This design comes from an exercise in tuning for a short achievable clock period and few clock cycles on the open sky130 flow, not from production work.
In this exercise RTL edits were held to simulation tests only and were not proved equivalent to the original.
Power figures rest on the tool's default switching activity, not on a simulated workload.

==> design.v <==
module CPUCore(
input clk,
input Reset,
output wire [15:0] mem_addr,
output wire        mem_we,
output wire [15:0] mem_wdata,
input  wire [15:0] mem_rdata
);
localparam CW = 9;             
localparam CN = 1 << CW;
localparam TW = 16 - CW;
localparam QD = 4;             
localparam FL = 3;             
localparam FD = 8;             
localparam BW = 5;             
localparam BN = 1 << BW;
integer k, kq;
reg [15:0] pa, pwd;
reg        pwe;
reg        p_fetch, p_load;    
reg [3:0]  p_ldrd;
reg        r_fetch, r_load;    
reg [3:0]  r_ldrd;
reg [15:0] r_addr;
assign mem_addr  = pa;
assign mem_we    = pwe;
assign mem_wdata = pwd;
reg [15:0] regs [0:15];
reg [15:0] PSR;
reg [15:0] rlink [0:7];
reg [3:0]  ridx;
reg [15:0] pend;               
reg [15:0]   cd [0:CN-1];
reg [TW-1:0] ct [0:CN-1];
reg [CN-1:0] cv;
reg [15:0] qpc;
reg [15:0] qi  [0:QD-1];
reg [15:0] qp  [0:QD-1];
reg [QD-1:0] qf;               
reg [TW-1:0] qt [0:QD-1];      
reg [QD-1:0] qc;
reg [QD-1:0] qv;               
integer kv;
always @(*)
	for (kv = 0; kv < QD; kv = kv + 1)
		qv[kv] = qf[kv] || (qc[kv] && qt[kv] == qp[kv][15:CW]);
reg [QD-1:0] qs;               
reg [2:0]  qn;                 
reg [CN-1:0] qoh;              
reg [QD-1:0] qpt;              
reg [15:0] qptg [0:QD-1];      
reg [BN-1:0]  bv, bret, bcall;
reg [15-BW:0] btag [0:BN-1];
reg [15:0]    btgt [0:BN-1];
reg [15:0]    fr [0:7];
reg [3:0]     fridx;
reg [BN-1:0]  boh;             
reg [15-BW:0] b_tag;
reg [15:0]    b_tgt;
reg           b_v, b_ret, b_call;
integer kb;
always @(*) begin
	b_tag = 0; b_tgt = 16'b0; b_v = 1'b0; b_ret = 1'b0; b_call = 1'b0;
	for (kb = 0; kb < BN; kb = kb + 1) begin
		b_tag  = b_tag  | (btag[kb] & {(16-BW){boh[kb]}});
		b_tgt  = b_tgt  | (btgt[kb] & {16{boh[kb]}});
		b_v    = b_v    | (bv[kb] & boh[kb]);
		b_ret  = b_ret  | (bret[kb] & boh[kb]);
		b_call = b_call | (bcall[kb] & boh[kb]);
	end
end
wire bhit  = b_v && (b_tag == qpc[15:BW]);
wire [2:0] fri1 = fridx[2:0] - 3'd1;
wire fr_ok = (fridx != 4'd0);
wire [15:0] frtop = fr[fri1];
wire p_tk  = bhit && (!b_ret || fr_ok);
wire [15:0] p_tg = b_ret ? frtop : b_tgt;
wire byp = r_fetch && (r_addr == qpc);
localparam GN = CN / 4;
reg [15:0]   g_d [0:GN-1];
reg [TW-1:0] g_t [0:GN-1];
reg [GN-1:0] g_v;
integer ko;
always @(*)
	for (ko = 0; ko < GN; ko = ko + 1) begin
		g_d[ko] = (cd[4*ko] & {16{qoh[4*ko]}}) | (cd[4*ko+1] & {16{qoh[4*ko+1]}})
		        | (cd[4*ko+2] & {16{qoh[4*ko+2]}}) | (cd[4*ko+3] & {16{qoh[4*ko+3]}});
		g_t[ko] = (ct[4*ko] & {TW{qoh[4*ko]}}) | (ct[4*ko+1] & {TW{qoh[4*ko+1]}})
		        | (ct[4*ko+2] & {TW{qoh[4*ko+2]}}) | (ct[4*ko+3] & {TW{qoh[4*ko+3]}});
		g_v[ko] = (cv[4*ko] & qoh[4*ko]) | (cv[4*ko+1] & qoh[4*ko+1])
		        | (cv[4*ko+2] & qoh[4*ko+2]) | (cv[4*ko+3] & qoh[4*ko+3]);
	end
wire [CW-3:0] gsel = qpc[CW-1:2];
wire [15:0]   c_d = g_d[gsel];
wire [TW-1:0] c_t = g_t[gsel];
wire          c_v = g_v[gsel];
reg [15:0] fa [0:FD-1];
reg [15:0] fd [0:FD-1];
reg [FD-1:0] fwe, fld;
reg [3:0]  frd [0:FD-1];
reg [2:0]  frp, fwp;
reg [3:0]  fn;
wire [2:0] fwp1 = fwp + 3'd1;
wire [15:0] hi  = qi[0];
wire [15:0] hpc = qp[0];
wire        hv  = (qn != 3'd0) && qv[0];
wire [3:0] op  = hi[15:12];
wire [3:0] rd  = hi[11:8];
wire [3:0] ext = hi[7:4];
wire [3:0] rs  = hi[3:0];
reg [15:0] RA_q, RB_q, lastres, brtgt_q;
reg        fA, fB, rdy, bmatch_q, rbmatch_q, retmatch_q;
wire [15:0] RA = fA ? lastres : RA_q;
wire [15:0] RB = fB ? lastres : RB_q;
wire is_ls   = (op == 4'b0100) && (ext == 4'b0000 || ext == 4'b0100);
wire is_load = is_ls && (ext == 4'b0000);
wire is_jmp  = (op == 4'b0100) && !is_ls;
wire is_br   = (op == 4'b1100);
wire is_alu  = !(op == 4'b0100) && !is_br;
reg  hz_q, fok;                
wire hazard = !is_br && hz_q;
wire go = hv && rdy && !hazard && fok;
localparam K_ADD = 0, K_SUB = 1, K_CMP = 2, K_AND = 3, K_OR = 4, K_XOR = 5,
           K_MOV = 6, K_KEEP = 7, K_SHL = 8, K_SHR = 9, K_LUI = 10;
reg [10:0] acls;               
reg [15:0] bq;                 
reg        fBa;                
wire [15:0] AO = RA;
wire [15:0] BO = fBa ? lastres : bq;
wire        subop = acls[K_SUB] | acls[K_CMP];
wire [16:0] s17 = {1'b0, AO} + {1'b0, BO ^ {16{subop}}} + {16'b0, subop};
wire [15:0] sum = s17[15:0];
wire        cout = s17[16];
wire        shbig = |BO[15:4];
wire [15:0] shl = shbig ? 16'b0 : (AO << BO[3:0]);
wire [15:0] shr = shbig ? 16'b0 : (AO >> BO[3:0]);
wire [15:0] ares = ({16{acls[K_ADD] | acls[K_SUB]}} & sum)
                 | ({16{acls[K_AND]}}  & (AO & BO))
                 | ({16{acls[K_OR]}}   & (AO | BO))
                 | ({16{acls[K_XOR]}}  & (AO ^ BO))
                 | ({16{acls[K_MOV]}}  & BO)
                 | ({16{acls[K_KEEP]}} & AO)
                 | ({16{acls[K_SHL]}}  & shl)
                 | ({16{acls[K_SHR]}}  & shr)
                 | ({16{acls[K_LUI]}}  & {BO[7:0], AO[7:0]});
reg [15:0] psr_n;
always @(*) begin
	psr_n = PSR;
	if (acls[K_ADD]) begin
		psr_n[0] = cout;
		psr_n[5] = (AO[15] == BO[15]) && (sum[15] != AO[15]);
	end
	if (acls[K_SUB]) begin
		psr_n[0] = !cout;
		psr_n[5] = (AO[15] != BO[15]) && (sum[15] != AO[15]);
	end
	if (acls[K_CMP]) begin
		psr_n[6] = (AO == BO);
		psr_n[7] = !cout;
		psr_n[2] = sum[15];
	end
end
function [27:0] adec;
	input [15:0] w;
	reg [3:0] o, e, r;
	reg [7:0] im;
	reg [10:0] c;
	reg ui;
	reg [15:0] iv;
	begin
		o = w[15:12]; e = w[7:4]; r = w[3:0]; im = w[7:0];
		c = 11'b0; ui = 1'b1; iv = 16'b0;
		case (o)
		4'b0101: begin c[K_ADD] = 1'b1; iv = {{8{im[7]}}, im}; end
		4'b1001: begin c[K_SUB] = 1'b1; iv = {{8{im[7]}}, im}; end
		4'b1011: begin c[K_CMP] = 1'b1; iv = {{8{im[7]}}, im}; end
		4'b0001: begin c[K_AND] = 1'b1; iv = {8'b0, im}; end
		4'b0010: begin c[K_OR]  = 1'b1; iv = {8'b0, im}; end
		4'b0011: begin c[K_XOR] = 1'b1; iv = {8'b0, im}; end
		4'b1101: begin c[K_MOV] = 1'b1; iv = {8'b0, im}; end
		4'b1000:
			if (e[2]) c[K_KEEP] = 1'b1;
			else if (e[0]) begin c[K_SHR] = 1'b1; iv = {{12{r[3]}}, r}; end
			else begin c[K_SHL] = 1'b1; iv = {{12{r[3]}}, r}; end
		4'b1111: begin c[K_LUI] = 1'b1; iv = {8'b0, im}; end
		default: begin
			ui = 1'b0;
			case (e)
			4'b0101: c[K_ADD] = 1'b1;
			4'b1001: c[K_SUB] = 1'b1;
			4'b1011: c[K_CMP] = 1'b1;
			4'b0001: c[K_AND] = 1'b1;
			4'b0010: c[K_OR]  = 1'b1;
			4'b0011: c[K_XOR] = 1'b1;
			4'b1101: c[K_MOV] = 1'b1;
			default: c[K_SHL] = 1'b1;
			endcase
		end
		endcase
		adec = {c, ui, iv};
	end
endfunction
wire alu_wb = is_alu && !((op == 4'b0000 && ext == 4'b1011) || op == 4'b1011);
reg cond;
always @(*) begin
	case (rd)
	4'b0000: cond = PSR[6];
	4'b0001: cond = ~PSR[6];
	4'b1101: cond = PSR[7] | PSR[6];
	4'b0010: cond = PSR[0];
	4'b0011: cond = ~PSR[0];
	4'b0100: cond = PSR[2];
	4'b0101: cond = ~PSR[2];
	4'b1010: cond = ~PSR[2] & ~PSR[6];
	4'b1011: cond = PSR[2] | PSR[6];
	4'b0110: cond = PSR[7];
	4'b0111: cond = ~PSR[7];
	4'b1000: cond = PSR[5];
	4'b1001: cond = ~PSR[5];
	4'b1100: cond = ~PSR[7] & ~PSR[6];
	4'b1110: cond = 1'b1;
	default: cond = 1'b0;
	endcase
end
wire [15:0] pc1 = hpc + 16'd1;
wire is_jal  = is_jmp && ext == 4'b1000;
wire is_jc   = is_jmp && ext == 4'b1100;
wire is_ret  = is_jmp && ext == 4'b1111;
wire ret_ok  = (ridx != 4'd0);
reg  [15:0] rtop;               
wire [2:0]  rtopi2 = ridx[2:0] - 3'd2;
wire taken = is_br ? cond : (is_jal | (is_jc & cond) | (is_ret & ret_ok));
reg [15:0] tgt;
always @(*) begin
	if (is_br)       tgt = brtgt_q;
	else if (is_ret) tgt = rtop;
	else             tgt = RB;
end
wire [15:0] npc = taken ? tgt : pc1;
wire lmatch = (lastres == qptg[0]);
wire tmatch = is_br ? bmatch_q : is_ret ? retmatch_q : fB ? lmatch : rbmatch_q;
wire mis   = (taken != qpt[0]) || (taken && !tmatch);
wire flush = go && mis;
wire is_cti = is_br || is_jmp;
wire jal_push = go && is_jal && (ridx < 4'd8);
wire ret_pop  = go && is_ret && ret_ok;
wire [3:0] ridx_n = jal_push ? ridx + 4'd1 : ret_pop ? ridx - 4'd1 : ridx;
integer kf;
reg        fsel_any;
reg [1:0]  fsel;
always @(*) begin
	fsel_any = 1'b0; fsel = 2'd0;
	for (kf = FL - 1; kf >= 0; kf = kf - 1)
		if (kf < qn && !qv[kf] && !qs[kf]) begin fsel_any = 1'b1; fsel = kf[1:0]; end
end
wire do_fetch = fsel_any;
reg fconf;
integer kc;
always @(*) begin
	fconf = 1'b0;
	for (kc = 0; kc < FD; kc = kc + 1)
		if (fa[kc] == RB && fwe[kc] && ((kc - frp) & (FD - 1)) < fn) fconf = 1'b1;
end
wire ld_now   = go && is_load && !fconf && !do_fetch;
wire do_fifo  = !do_fetch && !ld_now && (fn != 4'd0);
reg [15:0] ni [0:QD-1];
reg [15:0] np [0:QD-1];
reg [QD-1:0] nv, ns, nc, npt;
reg [15:0] nptg [0:QD-1];
reg [TW-1:0] nt [0:QD-1];
reg [QD-1:0] uv, us;
reg [15:0] ui [0:QD-1];
reg [2:0] nn;
wire push = (qn < QD) && !flush;
wire pop  = go;
always @(*) begin
	for (kq = 0; kq < QD; kq = kq + 1) begin
		uv[kq] = qf[kq];
		ui[kq] = qi[kq];
		us[kq] = qs[kq] || (do_fetch && fsel == kq);
		if (!qf[kq] && r_fetch && qp[kq] == r_addr) begin
			uv[kq] = 1'b1; ui[kq] = mem_rdata;
		end
	end
	for (kq = 0; kq < QD; kq = kq + 1) begin
		if (pop && kq < QD - 1) begin
			ni[kq] = ui[kq+1]; np[kq] = qp[kq+1]; nv[kq] = uv[kq+1]; ns[kq] = us[kq+1];
			nt[kq] = qt[kq+1]; nc[kq] = qc[kq+1]; npt[kq] = qpt[kq+1]; nptg[kq] = qptg[kq+1];
		end else if (pop) begin
			ni[kq] = ui[kq]; np[kq] = qp[kq]; nv[kq] = 1'b0; ns[kq] = 1'b0;
			nt[kq] = qt[kq]; nc[kq] = 1'b0; npt[kq] = 1'b0; nptg[kq] = qptg[kq];
		end else begin
			ni[kq] = ui[kq]; np[kq] = qp[kq]; nv[kq] = uv[kq]; ns[kq] = us[kq];
			nt[kq] = qt[kq]; nc[kq] = qc[kq]; npt[kq] = qpt[kq]; nptg[kq] = qptg[kq];
		end
	end
	nn = qn - {2'b0, pop};
	if (push) begin
		for (kq = 0; kq < QD; kq = kq + 1)
			if (kq == nn) begin
				ni[kq] = byp ? mem_rdata : c_d;
				np[kq] = qpc;
				nv[kq] = byp;
				ns[kq] = 1'b0;
				nt[kq] = c_t;
				nc[kq] = c_v;
				npt[kq] = p_tk;
				nptg[kq] = p_tg;
			end
		nn = nn + 3'd1;
	end
end
wire [3:0]  rd0 = qi[0][11:8], rs0 = qi[0][3:0];
wire [3:0]  rd1 = qi[1][11:8], rs1 = qi[1][3:0];
wire [15:0] ra0 = (r_load && r_ldrd == rd0) ? mem_rdata : regs[rd0];
wire [15:0] rb0 = (r_load && r_ldrd == rs0) ? mem_rdata : regs[rs0];
wire [15:0] ra1 = (r_load && r_ldrd == rd1) ? mem_rdata : regs[rd1];
wire [15:0] rb1 = (r_load && r_ldrd == rs1) ? mem_rdata : regs[rs1];
wire [15:0] bt0 = qp[0] + {{8{qi[0][7]}}, qi[0][7:0]};
wire [15:0] bt1 = qp[1] + {{8{qi[1][7]}}, qi[1][7:0]};
wire ex_wr = go && alu_wb;
wire [27:0] ad0 = adec(qi[0]);
wire [27:0] ad1 = adec(qi[1]);
wire [3:0] fn_n = fn - {3'b0, do_fifo} + (go ? ((is_ls && !ld_now) ? 4'd2 : 4'd1) : 4'd0);
reg [15:0] pend_n;
integer kp;
always @(*)
	for (kp = 0; kp < 16; kp = kp + 1)
		pend_n[kp] = (pend[kp] && !(r_load && r_ldrd == kp)) || (go && is_load && rd == kp);
always @(posedge clk) begin
	if (!Reset || flush) rdy <= 1'b0;
	else rdy <= pop ? (qn >= 3'd2 && qv[1]) : (qn >= 3'd1 && qv[0]);
	RA_q      <= pop ? ra1 : ra0;
	RB_q      <= pop ? rb1 : rb0;
	brtgt_q   <= pop ? bt1 : bt0;
	bmatch_q  <= pop ? (bt1 == qptg[1]) : (bt0 == qptg[0]);
	rbmatch_q <= pop ? (rb1 == qptg[1]) : (rb0 == qptg[0]);
	retmatch_q <= pop ? (jal_push ? (pc1 == qptg[1]) : ret_pop ? (rlink[rtopi2] == qptg[1]) : (rtop == qptg[1]))
	                  : (rtop == qptg[0]);
	acls <= pop ? ad1[27:17] : ad0[27:17];
	bq   <= pop ? (ad1[16] ? ad1[15:0] : rb1) : (ad0[16] ? ad0[15:0] : rb0);
	fBa  <= ex_wr && (pop ? (rd == rs1 && !ad1[16]) : (rd == rs0 && !ad0[16]));
	fA <= ex_wr && (pop ? (rd == rd1) : (rd == rd0));
	fB <= ex_wr && (pop ? (rd == rs1) : (rd == rs0));
	if (go) lastres <= ares;
	if (!Reset) hz_q <= 1'b0;
	else hz_q <= pop ? (pend_n[rd1] || pend_n[rs1]) : (pend_n[rd0] || pend_n[rs0]);
end
always @(posedge clk) begin
	if (!Reset) begin
		pa <= 16'h0; pwe <= 1'b0; pwd <= 16'h0;
		p_fetch <= 1'b0; p_load <= 1'b0; p_ldrd <= 4'd0;
		r_fetch <= 1'b1; r_load <= 1'b0; r_ldrd <= 4'd0; r_addr <= 16'h0;
		cv <= {CN{1'b0}};
		qpc <= 16'h0; qoh <= {{(CN-1){1'b0}}, 1'b1}; boh <= {{(BN-1){1'b0}}, 1'b1}; qn <= 3'd0; qf <= {QD{1'b0}}; qc <= {QD{1'b0}}; qs <= {QD{1'b0}};
		frp <= 2'd0; fwp <= 2'd0; fn <= 3'd0; fok <= 1'b1; rtop <= 16'h0;
		PSR <= 16'h0; ridx <= 4'd0; pend <= 16'h0;
		bv <= {BN{1'b0}}; fridx <= 4'd0; qpt <= {QD{1'b0}};
		for (k = 0; k < 16; k = k + 1) regs[k] <= 16'h0;
	end else begin
		r_fetch <= p_fetch; r_load <= p_load; r_ldrd <= p_ldrd; r_addr <= pa;
		if (do_fetch) begin
			pa <= qp[fsel]; pwe <= 1'b0; p_fetch <= 1'b1; p_load <= 1'b0;
		end else if (ld_now) begin
			pa <= RB; pwe <= 1'b0; p_fetch <= 1'b0; p_load <= 1'b1; p_ldrd <= rd;
		end else if (do_fifo) begin
			pa <= fa[frp]; pwe <= fwe[frp]; pwd <= fd[frp];
			p_fetch <= 1'b0; p_load <= fld[frp]; p_ldrd <= frd[frp];
		end else begin
			pwe <= 1'b0; p_fetch <= 1'b0; p_load <= 1'b0;
		end
		if (r_fetch) begin
			cd[r_addr[CW-1:0]] <= mem_rdata;
			ct[r_addr[CW-1:0]] <= r_addr[15:CW];
			cv[r_addr[CW-1:0]] <= 1'b1;
		end
		if (ld_now) begin
			fa[fwp] <= 16'h8000; fd[fwp] <= pc1; fwe[fwp] <= 1'b1; fld[fwp] <= 1'b0;
			fwp <= fwp + 3'd1;
		end else if (go && is_ls) begin
			fa[fwp] <= RB; fd[fwp] <= RA; fwe[fwp] <= !is_load; fld[fwp] <= is_load; frd[fwp] <= rd;
			fa[fwp1] <= 16'h8000; fd[fwp1] <= pc1; fwe[fwp1] <= 1'b1; fld[fwp1] <= 1'b0;
			fwp <= fwp + 3'd2;
		end else if (go) begin
			fa[fwp] <= 16'h8000; fd[fwp] <= npc; fwe[fwp] <= 1'b1; fld[fwp] <= 1'b0;
			fwp <= fwp + 3'd1;
		end
		if (do_fifo) frp <= frp + 3'd1;
		fn <= fn_n;
		fok <= (fn_n <= FD - 2);
		if (r_load) regs[r_ldrd] <= mem_rdata;
		pend <= pend_n;
		if (go && is_alu) begin
			PSR <= psr_n & 16'h00E5;
			if (alu_wb) regs[rd] <= ares;
		end
		if (jal_push) begin
			rlink[ridx[2:0]] <= pc1;
			ridx <= ridx + 4'd1;
			rtop <= pc1;
		end
		if (ret_pop) begin
			ridx <= ridx - 4'd1;
			rtop <= rlink[rtopi2];
		end
		for (k = 0; k < QD; k = k + 1) begin
			qi[k] <= ni[k]; qp[k] <= np[k]; qt[k] <= nt[k]; qptg[k] <= nptg[k];
		end
		if (go && is_cti && taken) begin
			bv[hpc[BW-1:0]] <= 1'b1;
			btag[hpc[BW-1:0]] <= hpc[15:BW];
			btgt[hpc[BW-1:0]] <= tgt;
			bret[hpc[BW-1:0]] <= is_ret;
			bcall[hpc[BW-1:0]] <= is_jal;
		end else if (go && qpt[0] && !taken)
			bv[hpc[BW-1:0]] <= 1'b0;
		if (flush) begin
			qpc <= npc; qoh <= {{(CN-1){1'b0}}, 1'b1} << npc[CW-1:0]; boh <= {{(BN-1){1'b0}}, 1'b1} << npc[BW-1:0]; qn <= 3'd0; qf <= {QD{1'b0}}; qc <= {QD{1'b0}}; qs <= {QD{1'b0}};
			qpt <= {QD{1'b0}};
			for (k = 0; k < 8; k = k + 1)
				fr[k] <= (jal_push && ridx[2:0] == k) ? pc1 : rlink[k];
			fridx <= ridx_n;
		end else begin
			if (push && p_tk) begin
				qpc <= p_tg; qoh <= {{(CN-1){1'b0}}, 1'b1} << p_tg[CW-1:0];
				boh <= {{(BN-1){1'b0}}, 1'b1} << p_tg[BW-1:0];
			end else if (push) begin
				qpc <= qpc + 16'd1; qoh <= {qoh[CN-2:0], qoh[CN-1]};
				boh <= {boh[BN-2:0], boh[BN-1]};
			end
			if (push && bhit && b_ret && fr_ok) fridx <= fridx - 4'd1;
			else if (push && bhit && b_call && fridx < 4'd8) begin
				fr[fridx[2:0]] <= qpc + 16'd1;
				fridx <= fridx + 4'd1;
			end
			qn <= nn;
			qf <= nv; qc <= nc; qs <= ns; qpt <= npt;
		end
	end
end
endmodule
==> run.sh <==
#!/bin/bash
# synth_recipe.tcl (not shown) runs the flow's synth.tcl, then flattens the netlist and writes it again
# the make line also repeats each setting of config.mk as NAME=value (left out here)
make -C /OpenROAD-flow-scripts/flow DESIGN_CONFIG=/design/flow/config.mk WORK_HOME=/design/flow/orfs CLKGATE_MAP_FILE= SYNTH_SCRIPT=/design/flow/synth_recipe.tcl finish
==> config.mk <==
export PLATFORM = sky130hd
export DESIGN_NAME = CPUCore
export DESIGN_NICKNAME = CPUCore
export VERILOG_FILES = /design/flow/design.v
export SDC_FILE = /design/flow/constraint.sdc
export NUM_CORES = 4
export LEC_CHECK = 0
export CAP_MARGIN = 20
export CORE_MARGIN = 2
export CORE_UTILIZATION = 40
export PLACE_DENSITY = 0.6
export SETUP_SLACK_MARGIN = 5
export SLEW_MARGIN = 20
export SYNTH_MEMORY_MAX_BITS = 65536
==> constraint.sdc <==
create_clock -name core_clock -period 8.0 [get_ports {clk}]
set_input_delay 1.6000 -clock core_clock [delete_from_list [all_inputs] [get_ports {clk}]]
set_output_delay 1.6000 -clock core_clock [all_outputs]
set_load 0.01 [all_outputs]
==> key figures, run 1 <==
GRT
  – Total GRT Usage: 65.32%
  – Overflow after GRT: 5
  – Largest net degree at the start of global routing: 160

Clocking
  – Hold-fix buffers, CTS: 0
  – CTS H-tree lvls: 7
  – Clock Path Buffers: 6
  – Num CTS Buffers: 1678
  – CTS sink cnt: 15100
  – Root Buffer: clkbuf_16

Placement
  – Dpl hpwl: 3404000 um
  – Placer congestion estimate: 1.216
  – I/O Buffers: 50
  – DP Cell Count: 59820

Outcome
  – Status: stopped before the end
  – Exit stage: 5_1_grt
  – Log Error: [ERROR GRT-0232] Routing congestion too high. Check the congestion heatmap in the GUI.

Synth
  – Dominant synthesized flop cell: edfxtp_1
  – Synth unique cells: 107
  – Yosys warnings: 16
  – Async SR Flop Fraction: 0%
  – Synth Cell Area: 595700 um^2
  – Main area contributors after synthesis: edfxtp_1, dfxtp_1, a221oi_1, a22o_1, a22oi_1
  – Register area share after synthesis: 73.63%
  – Post-Synth Simple-Gate Area: 4.525%
  – Post-Synth XOR/XNOR Area: 0.7397%
  – Yosys reg bits: 15100
  – Post-Syn Nets: 38710
  – Proportion of netlist area held by the largest area contributor: 68.69%
  – Top cell type by total area after synthesis: edfxtp_1
  – Post-synth top cells: edfxtp_1, clkbuf_1, a221oi_1
  – Synthesized instance count: 38540
  – Syn_area_per_cell: 15.46 um^2
  – Complex-gate fraction of the synthesized area: 15.74%
  – Mux cell area share after synthesis: 2.699%
  – Post-synth EDFFs: 13630
  – Largest family of logic cells by synthesized area: compound AO/OA/AOI/OAI gates
  – Top-count cell post-synth: edfxtp_1
  – Synth Area in Adders: 0.3171%

Floorplan
  – I/O pins: 51
  – Initial Util: 40.08%
  – Die X-Extent: 1224 um
  – Die height: 1224 um
  – Row Count: 448
-- layer usage --
metal / overflow / track usage [%]
met2: 0 / 80.88
met4: 4 / 70.36
met1: 0 / 64.77
met3: 1 / 48.32
met5: 0 / 23.29
-- logic make-up after synthesis --
logic type | count (synthesis)
and+or+nand+nor | 5686
xor gates and xnor gates | 499
DFF | 15100
buffers and inverters | 3662
AOI/OAI and AO/OA | 12450
adders and majority gates | 148
muxes | 999
-- power groups by stage --
stage	Sequential (mW)	Clock, mW	Combinational [mW]
4_1_cts	96.6	78.6	125
2_1_floorplan	93.1	0	33.2
3_3_place_gp	98.8	0	104
3_5_place_dp	98.7	0	107
-- worst max path at each step --
stage	from	to	slack, ns	depth (start not counted)
floorplan	fBa$_DFF_P_	regs[5][15]$_DFFE_PP_	3.51	19
detailed placement	qoh[403]$_SDFFE_PN0P_	flip-flop	1.14	12
global placement	qpc[4]$_SDFFE_PN0P_	flip-flop	-0.22	10
CTS	qoh[403]$_SDFFE_PN0P_	flip-flop	2.59	12
-- what timing repair did --
| item | CTS |
|---|---|
| buffers inserted | 2254 |
| gates resized for setup | 6861 |
| pin swaps | 1785 |
| endpoints found under the setup margin | 17900 |
| cloned | 512 |
| hold endpoints to repair | 0 |
-- stage by stage --
| stage | setup slack, ns | hold slack, ns | area (um^2) | utilization [%] |
|---|---|---|---|---|
| after CTS | 2.590 | 0.4141 | 789900 | 53.13 |
| after detailed placement | 1.141 | 0.4046 | 670800 | 45.13 |
| after global placement | -0.2173 | 0.4117 | 663700 | 44.65 |
| after floorplan | 3.511 | 0.3863 | 596600 | - |
Testbench counts, summed over its fixed seeds: cycles 138,331.
==> run 2, diff against run 1 <==
--- a/design.v
+++ b/design.v
@@ -76,24 +76,18 @@
 wire p_tk  = bhit && (!b_ret || fr_ok);
 wire [15:0] p_tg = b_ret ? frtop : b_tgt;
 wire byp = r_fetch && (r_addr == qpc);
-localparam GN = CN / 4;
-reg [15:0]   g_d [0:GN-1];
-reg [TW-1:0] g_t [0:GN-1];
-reg [GN-1:0] g_v;
+reg [15:0]   c_d;
+reg [TW-1:0] c_t;
+reg          c_v;
 integer ko;
-always @(*)
-	for (ko = 0; ko < GN; ko = ko + 1) begin
-		g_d[ko] = (cd[4*ko] & {16{qoh[4*ko]}}) | (cd[4*ko+1] & {16{qoh[4*ko+1]}})
-		        | (cd[4*ko+2] & {16{qoh[4*ko+2]}}) | (cd[4*ko+3] & {16{qoh[4*ko+3]}});
-		g_t[ko] = (ct[4*ko] & {TW{qoh[4*ko]}}) | (ct[4*ko+1] & {TW{qoh[4*ko+1]}})
-		        | (ct[4*ko+2] & {TW{qoh[4*ko+2]}}) | (ct[4*ko+3] & {TW{qoh[4*ko+3]}});
-		g_v[ko] = (cv[4*ko] & qoh[4*ko]) | (cv[4*ko+1] & qoh[4*ko+1])
-		        | (cv[4*ko+2] & qoh[4*ko+2]) | (cv[4*ko+3] & qoh[4*ko+3]);
+always @(*) begin
+	c_d = 16'b0; c_t = {TW{1'b0}}; c_v = 1'b0;
+	for (ko = 0; ko < CN; ko = ko + 1) begin
+		c_d = c_d | (cd[ko] & {16{qoh[ko]}});
+		c_t = c_t | (ct[ko] & {TW{qoh[ko]}});
+		c_v = c_v | (cv[ko] & qoh[ko]);
 	end
-wire [CW-3:0] gsel = qpc[CW-1:2];
-wire [15:0]   c_d = g_d[gsel];
-wire [TW-1:0] c_t = g_t[gsel];
-wire          c_v = g_v[gsel];
+end
 reg [15:0] fa [0:FD-1];
 reg [15:0] fd [0:FD-1];
 reg [FD-1:0] fwe, fld;
--- a/config.mk
+++ b/config.mk
@@ -7,8 +7,8 @@
 export LEC_CHECK = 0
 export CAP_MARGIN = 20
 export CORE_MARGIN = 2
-export CORE_UTILIZATION = 40
-export PLACE_DENSITY = 0.6
+export CORE_UTILIZATION = 25
+export PLACE_DENSITY = 0.5
 export SETUP_SLACK_MARGIN = 5
 export SLEW_MARGIN = 20
 export SYNTH_MEMORY_MAX_BITS = 65536
==> run 2 against run 1 <==
The flow again stops in 5_1_grt. Synthesized cell count down 4.1%. Area after synthesis down 2.0%.
==> key figures, run 2 <==
Synth
  – Main area contributors after synthesis: edfxtp_1, dfxtp_1, a221oi_1, a22o_1, a22oi_1
  – Syn_area_per_cell: 15.80 um^2 (+2.2%)
  – Proportion of netlist area held by the largest area contributor: 70.10% (+1.4 points)
  – Async SR Flop Fraction: 0% (unchanged)
  – Top-count cell post-synth: edfxtp_1
  – Post-synth EDFFs: 13630 (unchanged)
  – Synthesized instance count: 36960 (-4.1%)
  – Yosys warnings: 14 (-2)
  – Synth unique cells: 109 (+1.9%)
  – Register area share after synthesis: 75.14% (+1.5 points)
  – Synth Cell Area: 583800 um^2 (-2.0%)
  – Yosys reg bits: 15100 (unchanged)
  – Top cell type by total area after synthesis: edfxtp_1
  – Dominant synthesized flop cell: edfxtp_1
  – Post-Syn Nets: 37120 (-4.1%)
  – Post-synth top cells: edfxtp_1, clkbuf_1, a221oi_1

Clocking
  – CTS H-tree lvls: 7 (unchanged)
  – CTS sink cnt: 15100 (unchanged)
  – Hold-fix buffers, CTS: 0 (unchanged)
  – Root Buffer: clkbuf_16
  – Clock Path Buffers: 6 (unchanged)
  – Num CTS Buffers: 1774 (+5.7%)

Floorplan
  – Row Count: 561 (+25%)
  – Die height: 1532 um (+25%)
  – I/O pins: 51 (unchanged)
  – Die X-Extent: 1532 um (+25%)
  – Initial Util: 25.04% (-15 points)

GRT
  – Largest net degree at the start of global routing: 184
  – Total GRT Usage: 65.73%
  – Overflow after GRT: 2

Placement
  – Placed standard-cell area: 665900 um^2 (-0.74%)
  – Placer congestion estimate: 1.160 (-4.7%)
  – DP Cell Count: 69720 (+17%)
  – Post-place setup slack: 1.550 ns (+0.4090 ns)
  – I/O Buffers: 50 (unchanged)
  – Dpl hpwl: 5109000 um (+50%)

Outcome
  – Status: stopped before the end
  – Exit stage: 5_1_grt
  – Log Error: [ERROR GRT-0232] Routing congestion too high. Check the congestion heatmap in the GUI.
==> run 2: cell types whose count changed after synthesis, moves of 281 or more <==
cell      previous run  this run
a211oi_1           681        53
a22o_1            2556      2275
a22oi_1           1757      2207
clkbuf_1          3046      2522
nand4_1            273      1019
o21ai_0            943      1305
o22ai_1           1312        82
==> run 2: power groups by stage <==
| stage | clock network (mW) | registers (mW) | logic [mW] |
|---|---|---|---|
| after floorplan | 0 | 92.8 | 36.1 |
| after global placement | 0 | 114 | 132 |
| after detailed placement | 0 | 113 | 134 |
| after CTS | 82.1 | 106 | 166 |
==> run 2: through the flow <==
step                hold WS, ns  power (mW)
global placement         0.3912       246.8
detailed placement       0.3943       247.0
floorplan                0.3863       128.9
CTS                      0.3656       354.2
==> run 2: cell families after synthesis <==
logic type	share of synthesized area, %
buf+inv	2.256
mux	2.435
flops	75.14
simple gates	5.213
compound gates	13.91
xor+xnor	0.7142
fa+ha+maj	0.3236
==> run 2: worst max path at each step <==
stage / from / to / slack, ns / cells after the start
CTS: qoh[166]$_SDFFE_PN0P_ / flip-flop / 3.06 / 16
global placement: qoh[163]$_SDFFE_PN0P_ / flip-flop / 1.30 / 13
detailed placement: qi[0][11]$_DFFE_PP_ / qoh[376]$_SDFFE_PN0P_ / 1.55 / 11
floorplan: fridx[0]$_SDFFE_PN0P_ / qoh[198]$_SDFFE_PN0P_ / 3.71 / 17
==> run 2: repair_timing <==
item / CTS
cloned: 555
pin swaps: 1698
endpoints found under the setup margin: 18170
gates resized for setup: 9565
hold endpoints to repair: 0
setup buffers: 4112
==> run 2: per-layer routing <==
metal / track usage, % / GRT overflow
met3: 58.10 / 0
met5: 43.58 / 0
met4: 69.51 / 0
met1: 63.08 / 0
met2: 75.19 / 2
Testbench counts of run 2, summed over its fixed seeds: cycles 138,331.
==> run 3, diff against run 2 <==
--- a/design.v
+++ b/design.v
@@ -46,7 +46,6 @@
 		qv[kv] = qf[kv] || (qc[kv] && qt[kv] == qp[kv][15:CW]);
 reg [QD-1:0] qs;               
 reg [2:0]  qn;                 
-reg [CN-1:0] qoh;              
 reg [QD-1:0] qpt;              
 reg [15:0] qptg [0:QD-1];      
 reg [BN-1:0]  bv, bret, bcall;
@@ -76,18 +75,14 @@
 wire p_tk  = bhit && (!b_ret || fr_ok);
 wire [15:0] p_tg = b_ret ? frtop : b_tgt;
 wire byp = r_fetch && (r_addr == qpc);
-reg [15:0]   c_d;
-reg [TW-1:0] c_t;
-reg          c_v;
-integer ko;
-always @(*) begin
-	c_d = 16'b0; c_t = {TW{1'b0}}; c_v = 1'b0;
-	for (ko = 0; ko < CN; ko = ko + 1) begin
-		c_d = c_d | (cd[ko] & {16{qoh[ko]}});
-		c_t = c_t | (ct[ko] & {TW{qoh[ko]}});
-		c_v = c_v | (cv[ko] & qoh[ko]);
-	end
-end
+reg          f2v, f2f, f2c, f2pt;
+reg [15:0]   f2pc, f2w, f2ptg;
+reg [TW-1:0] f2t;
+wire byp2 = r_fetch && (r_addr == f2pc) && !f2f;
+wire [CW-1:0] qidx = qpc[CW-1:0];
+wire [15:0]   c_d = cd[qidx];
+wire [TW-1:0] c_t = ct[qidx];
+wire          c_v = cv[qidx];
 reg [15:0] fa [0:FD-1];
 reg [15:0] fd [0:FD-1];
 reg [FD-1:0] fwe, fld;
@@ -265,7 +260,8 @@
 reg [QD-1:0] uv, us;
 reg [15:0] ui [0:QD-1];
 reg [2:0] nn;
-wire push = (qn < QD) && !flush;
+wire push = f2v && (qn < QD) && !flush;
+wire adv  = !flush && (!f2v || push);    
 wire pop  = go;
 always @(*) begin
 	for (kq = 0; kq < QD; kq = kq + 1) begin
@@ -292,14 +288,14 @@
 	if (push) begin
 		for (kq = 0; kq < QD; kq = kq + 1)
 			if (kq == nn) begin
-				ni[kq] = byp ? mem_rdata : c_d;
-				np[kq] = qpc;
-				nv[kq] = byp;
+				ni[kq] = byp2 ? mem_rdata : f2w;
+				np[kq] = f2pc;
+				nv[kq] = f2f || byp2;
 				ns[kq] = 1'b0;
-				nt[kq] = c_t;
-				nc[kq] = c_v;
-				npt[kq] = p_tk;
-				nptg[kq] = p_tg;
+				nt[kq] = f2t;
+				nc[kq] = f2c;
+				npt[kq] = f2pt;
+				nptg[kq] = f2ptg;
 			end
 		nn = nn + 3'd1;
 	end
@@ -346,10 +342,10 @@
 		p_fetch <= 1'b0; p_load <= 1'b0; p_ldrd <= 4'd0;
 		r_fetch <= 1'b1; r_load <= 1'b0; r_ldrd <= 4'd0; r_addr <= 16'h0;
 		cv <= {CN{1'b0}};
-		qpc <= 16'h0; qoh <= {{(CN-1){1'b0}}, 1'b1}; boh <= {{(BN-1){1'b0}}, 1'b1}; qn <= 3'd0; qf <= {QD{1'b0}}; qc <= {QD{1'b0}}; qs <= {QD{1'b0}};
+		qpc <= 16'h0; boh <= {{(BN-1){1'b0}}, 1'b1}; qn <= 3'd0; qf <= {QD{1'b0}}; qc <= {QD{1'b0}}; qs <= {QD{1'b0}};
 		frp <= 2'd0; fwp <= 2'd0; fn <= 3'd0; fok <= 1'b1; rtop <= 16'h0;
 		PSR <= 16'h0; ridx <= 4'd0; pend <= 16'h0;
-		bv <= {BN{1'b0}}; fridx <= 4'd0; qpt <= {QD{1'b0}};
+		bv <= {BN{1'b0}}; fridx <= 4'd0; qpt <= {QD{1'b0}}; f2v <= 1'b0;
 		for (k = 0; k < 16; k = k + 1) regs[k] <= 16'h0;
 	end else begin
 		r_fetch <= p_fetch; r_load <= p_load; r_ldrd <= p_ldrd; r_addr <= pa;
@@ -409,21 +405,27 @@
 		end else if (go && qpt[0] && !taken)
 			bv[hpc[BW-1:0]] <= 1'b0;
 		if (flush) begin
-			qpc <= npc; qoh <= {{(CN-1){1'b0}}, 1'b1} << npc[CW-1:0]; boh <= {{(BN-1){1'b0}}, 1'b1} << npc[BW-1:0]; qn <= 3'd0; qf <= {QD{1'b0}}; qc <= {QD{1'b0}}; qs <= {QD{1'b0}};
-			qpt <= {QD{1'b0}};
+			qpc <= npc; boh <= {{(BN-1){1'b0}}, 1'b1} << npc[BW-1:0]; qn <= 3'd0; qf <= {QD{1'b0}}; qc <= {QD{1'b0}}; qs <= {QD{1'b0}};
+			qpt <= {QD{1'b0}}; f2v <= 1'b0;
 			for (k = 0; k < 8; k = k + 1)
 				fr[k] <= (jal_push && ridx[2:0] == k) ? pc1 : rlink[k];
 			fridx <= ridx_n;
 		end else begin
-			if (push && p_tk) begin
-				qpc <= p_tg; qoh <= {{(CN-1){1'b0}}, 1'b1} << p_tg[CW-1:0];
+			if (adv) begin
+				f2pc <= qpc; f2w <= byp ? mem_rdata : c_d; f2f <= byp;
+				f2t <= c_t; f2c <= c_v; f2pt <= p_tk; f2ptg <= p_tg;
+			end
+			if (adv) f2v <= 1'b1;
+			else if (push) f2v <= 1'b0;
+			if (adv && p_tk) begin
+				qpc <= p_tg;
 				boh <= {{(BN-1){1'b0}}, 1'b1} << p_tg[BW-1:0];
-			end else if (push) begin
-				qpc <= qpc + 16'd1; qoh <= {qoh[CN-2:0], qoh[CN-1]};
+			end else if (adv) begin
+				qpc <= qpc + 16'd1;
 				boh <= {boh[BN-2:0], boh[BN-1]};
 			end
-			if (push && bhit && b_ret && fr_ok) fridx <= fridx - 4'd1;
-			else if (push && bhit && b_call && fridx < 4'd8) begin
+			if (adv && bhit && b_ret && fr_ok) fridx <= fridx - 4'd1;
+			else if (adv && bhit && b_call && fridx < 4'd8) begin
 				fr[fridx[2:0]] <= qpc + 16'd1;
 				fridx <= fridx + 4'd1;
 			end
--- a/config.mk
+++ b/config.mk
@@ -7,8 +7,9 @@
 export LEC_CHECK = 0
 export CAP_MARGIN = 20
 export CORE_MARGIN = 2
-export CORE_UTILIZATION = 25
-export PLACE_DENSITY = 0.5
+export CORE_UTILIZATION = 40
+export PLACE_DENSITY = 0.6
 export SETUP_SLACK_MARGIN = 5
 export SLEW_MARGIN = 20
 export SYNTH_MEMORY_MAX_BITS = 65536
+export TNS_END_PERCENT = 10
==> run 3 against run 2 <==
Now fails the layout checks on capacitance limit, slew limit. Area after synthesis grew 0.80%. Synthesized cell count down 20%.
==> key figures, run 3 <==
Detailed routing
  – Pre-antenna DRT Iters: 7
  – DRC Markers: 0
  – ANT nets after route: 0
  – Wirelength per Cell: 36.59 um
  – Drt initial violations: 50220
  – Vias post-DR: 326900
  – Via density: 6.193
  – Final WL: 1931000 um

Synth
  – Proportion of netlist area held by the largest area contributor: 69.84% (-0.26 points)
  – Synth unique cells: 98 (-10%)
  – Dominant synthesized flop cell: edfxtp_1
  – Top cell type by total area after synthesis: edfxtp_1
  – Post-synth top cells: edfxtp_1, mux4_2, nor2_1
  – Post-synth EDFFs: 13690 (+0.43%)
  – Yosys warnings: 14 (unchanged)
  – Register area share after synthesis: 73.13% (-2.0 points)
  – Syn_area_per_cell: 19.83 um^2 (+26%)
  – Synth Cell Area: 588400 um^2 (+0.80%)
  – Synthesized instance count: 29670 (-20%)
  – Async SR Flop Fraction: 0% (unchanged)
  – Top-count cell post-synth: edfxtp_1
  – Main area contributors after synthesis: edfxtp_1, mux4_2, dfxtp_1, nor2_1, clkbuf_1
  – Yosys reg bits: 14650 (-2.9%)
  – Post-Syn Nets: 29840 (-20%)

Timing
  – Tmin final: 4.825 ns
  – RSZ-0062 raised after global routing: true
  – F_max: 207.3 MHz
  – Least-Margin Pin Slew: 1.552 ns
  – Final hold violations: 0
  – Setup-failing EPs final: 0
  – Max-slew headroom: -3.872%
  – Setup TNS: 0 ns
  – Skew final: 0.1921 ns
  – Part of the cycle the worst path needs: 60.31%
  – Fin. max-slew vios: 6

Clocking
  – Root Buffer: clkbuf_16
  – Clk Latency, worst-skew pair: 1.44 ns
  – CTS tree: yes
  – CTS clock-pin slew for the worst setup and hold paths: 0.06 ns
  – Num CTS Buffers: 1567 (-12%)
  – CTS sink cnt: 14650 (-2.9%)
  – Clock Path Buffers: 6 (unchanged)
  – CTS H-tree lvls: 7 (unchanged)

Job
  – Max-cap violations: 1

Floorplan
  – Die height: 1217 um (-21%)
  – Initial Util: 40.09% (+15 points)
  – I/O pins: 51 (unchanged)
  – Die X-Extent: 1217 um (-21%)
  – Core Area: 1468000 um^2
  – Row Count: 445 (-21%)
  – DIE AREA: 1481000 um^2

Setup path
  – Worst path cell trace: buf_16, buf_16, buf_16, buf_6, buf_12, buf_16, mux4_2, mux4_2, mux4_2, mux4_2, nand2_2, nor2_1, a211o_1
  – Reg2Reg Setup Slack: 3.18 ns
  – CP endpoint kind: flip-flop
  – Crit path launch type: flip-flop
  – Critical path's largest stage delay: 0.77 ns
  – Worst Path Required: 9.15 ns
  – CP Max Fanout: 8
  – Crit path DAT: 5.97 ns
  – Crit Path Class: reg -> reg
  – CP max-delay cell: mux4_2

Cells and area
  – Most common cell after layout, fill and taps aside: edfxtp_1
  – Commonest cells after routing, fill and taps aside: edfxtp_1, mux4_2, nor2_1
  – Fin cells: 52790
  – Final Util: 47.44%
  – Area growth syn-to-layout: 18.33%
  – Layout cells sized above 1: 33.14%
  – Final nets: 32130
  – Max reg flops: 8192
  – Final Instance Area: 696300 um^2

Pwr
  – P per Cell Area: 262.1 nW/um^2
  – Tot Pwr: 182.5 mW
  – Leak: 218.3 nW
  – Peak supply drop: 0.2961 mV

Hold path
  – Worst min-delay path category: reg -> reg

Placement
  – Placer congestion estimate: 0.9127 (-21%)
  – Placed standard-cell area: 620800 um^2 (-6.8%)
  – I/O Buffers: 50 (unchanged)
  – Dpl hpwl: 1103000 um (-78%)
  – DP Cell Count: 48540 (-30%)

GRT
  – Initial antenna violation count: 150
  – Vias in the first global route: 318600
  – Total GRT Usage: 25.18%
  – Largest net degree at the start of global routing: 230
  – Global-route wire length before repair: 2623000 um
  – Overflow after GRT: 0

Outcome
  – Status: complete, but fails checks
  – Layout check faults: capacitance limit, slew limit
[run 3: changes by cell type after synthesis, sizes merged, moves of 493 or more]
cell and change:
a21oi -655, a221oi -2499, a22o -2216, a22oi -1674, clkbuf -1167, dfxtp -502, mux4 +4039, nand2 -503
nand4 -868, nor2 +493
[run 3: logic make-up after synthesis]
| family | count (synthesis) | share of synthesized area [%] |
|---|---|---|
| AO/OA/AOI/OAI | 2670 | 2.886 |
| buffers and inverters | 2118 | 1.401 |
| XOR/XNOR | 501 | 0.7457 |
| multiplexers | 5026 | 18.19 |
| AND/OR/NAND/NOR | 4557 | 3.327 |
| adder cells (fa/ha/maj) | 147 | 0.3189 |
| flip-flops | 14650 | 73.13 |
[run 3: layer usage]
layer | global-route usage [%] | vias up | share of wire (%)
met5 | 0 | - | 0.024
met4 | 11.90 | 58 | 5.8
met3 | 5.791 | 4519 | 11
met2 | 39.36 | 20300 | 46
met1 | 33.65 | 174400 | 37
li1 | - | 127600 | -
[run 3: power breakdown]
group / total, mW / switching (mW) / internal [mW]
logic: 25.9 / 16.6 / 9.32
registers: 87.0 / 1.18 / 85.8
clock network: 69.6 / 29.7 / 39.8
total: 183 / 47.5 / 135
[run 3: area by class of cell]
| cell class | instances | area [um^2] |
|---|---|---|
| antenna | 220 | 550.5 |
| clock buffer | 1968 | 41630 |
| clock inverter | 769 | 6455 |
| fill | 119800 | 771400 |
| inverter | 154 | 744.5 |
| multi-input combinational | 12960 | 158900 |
| sequential | 14650 | 430600 |
| tap | 19440 | 24330 |
| timing repair buffer | 2612 | 32910 |
| timing repair inverter | 11 | 137.6 |
[run 3: path summary, 6_finish.rpt]
| path | startpoint | endpoint | depth (start not counted) |
|---|---|---|---|
| worst max register to register | flip-flop | f2w[1]$_DFFE_PP_ | 13 |
| worst max-delay path | flip-flop | f2w[1]$_DFFE_PP_ | 13 |
| worst min-delay path | p_fetch$_SDFF_PN0_ | r_fetch$_SDFF_PN1_ | 1 |
| worst min register to register | p_fetch$_SDFF_PN0_ | r_fetch$_SDFF_PN1_ | 1 |
[run 3: what timing repair did]
item / in CTS / in global routing
pin swaps: 244 / 169
setup buffers: 727 / 266
cloned: 238 / 60
hold buffers: 0 / 0
gates resized for setup: 1462 / 896
setup endpoints to repair: 16500 / 16260
[run 3: per-stage QoR]
step,hold slack (ns),setup slack [ns]
finish,0.4129,3.175
global route,0.4229,3.214
CTS,0.4157,3.243
detailed placement,0.4167,2.039
global placement,0.4013,1.549
floorplan,0.3863,3.516
[run 3: critical path, delay by kind of cell (launching register included)]
family | cells | cell delay [ns]
buf+inv | 6 | 0.99
compound gates | 1 | 0.25
mux | 4 | 2.59
simple gates | 2 | 0.19
flops | 1 | 0.37
Testbench counts of run 3, summed over its fixed seeds: cycles 142,422.

-- what the ideal ports hide --
How much do the figures lean on ideal ports? The routed layout below was timed once more, with nothing changed but the port constraints. Step 1: set_driving_cell puts a clkbuf_16 on clk and a buf_2 on each other input, an assumption about the parent block. Step 2 also shifts input and output timing later by t, the mid clock arrival at the registers, as if the neighbouring blocks saw the same clock. a / b / c = ideal / step 1 / step 2; a / b = the first two.
run: run 3
t, ns: 1.532
setup WS [ns]: 3.175 / 3.175 / 3.010
worst register clock-pin slew, ns: 0.07 / 0.07
The setup slack of run 3 moves by 0.000 ns with the drivers and by -0.165 ns with both steps.
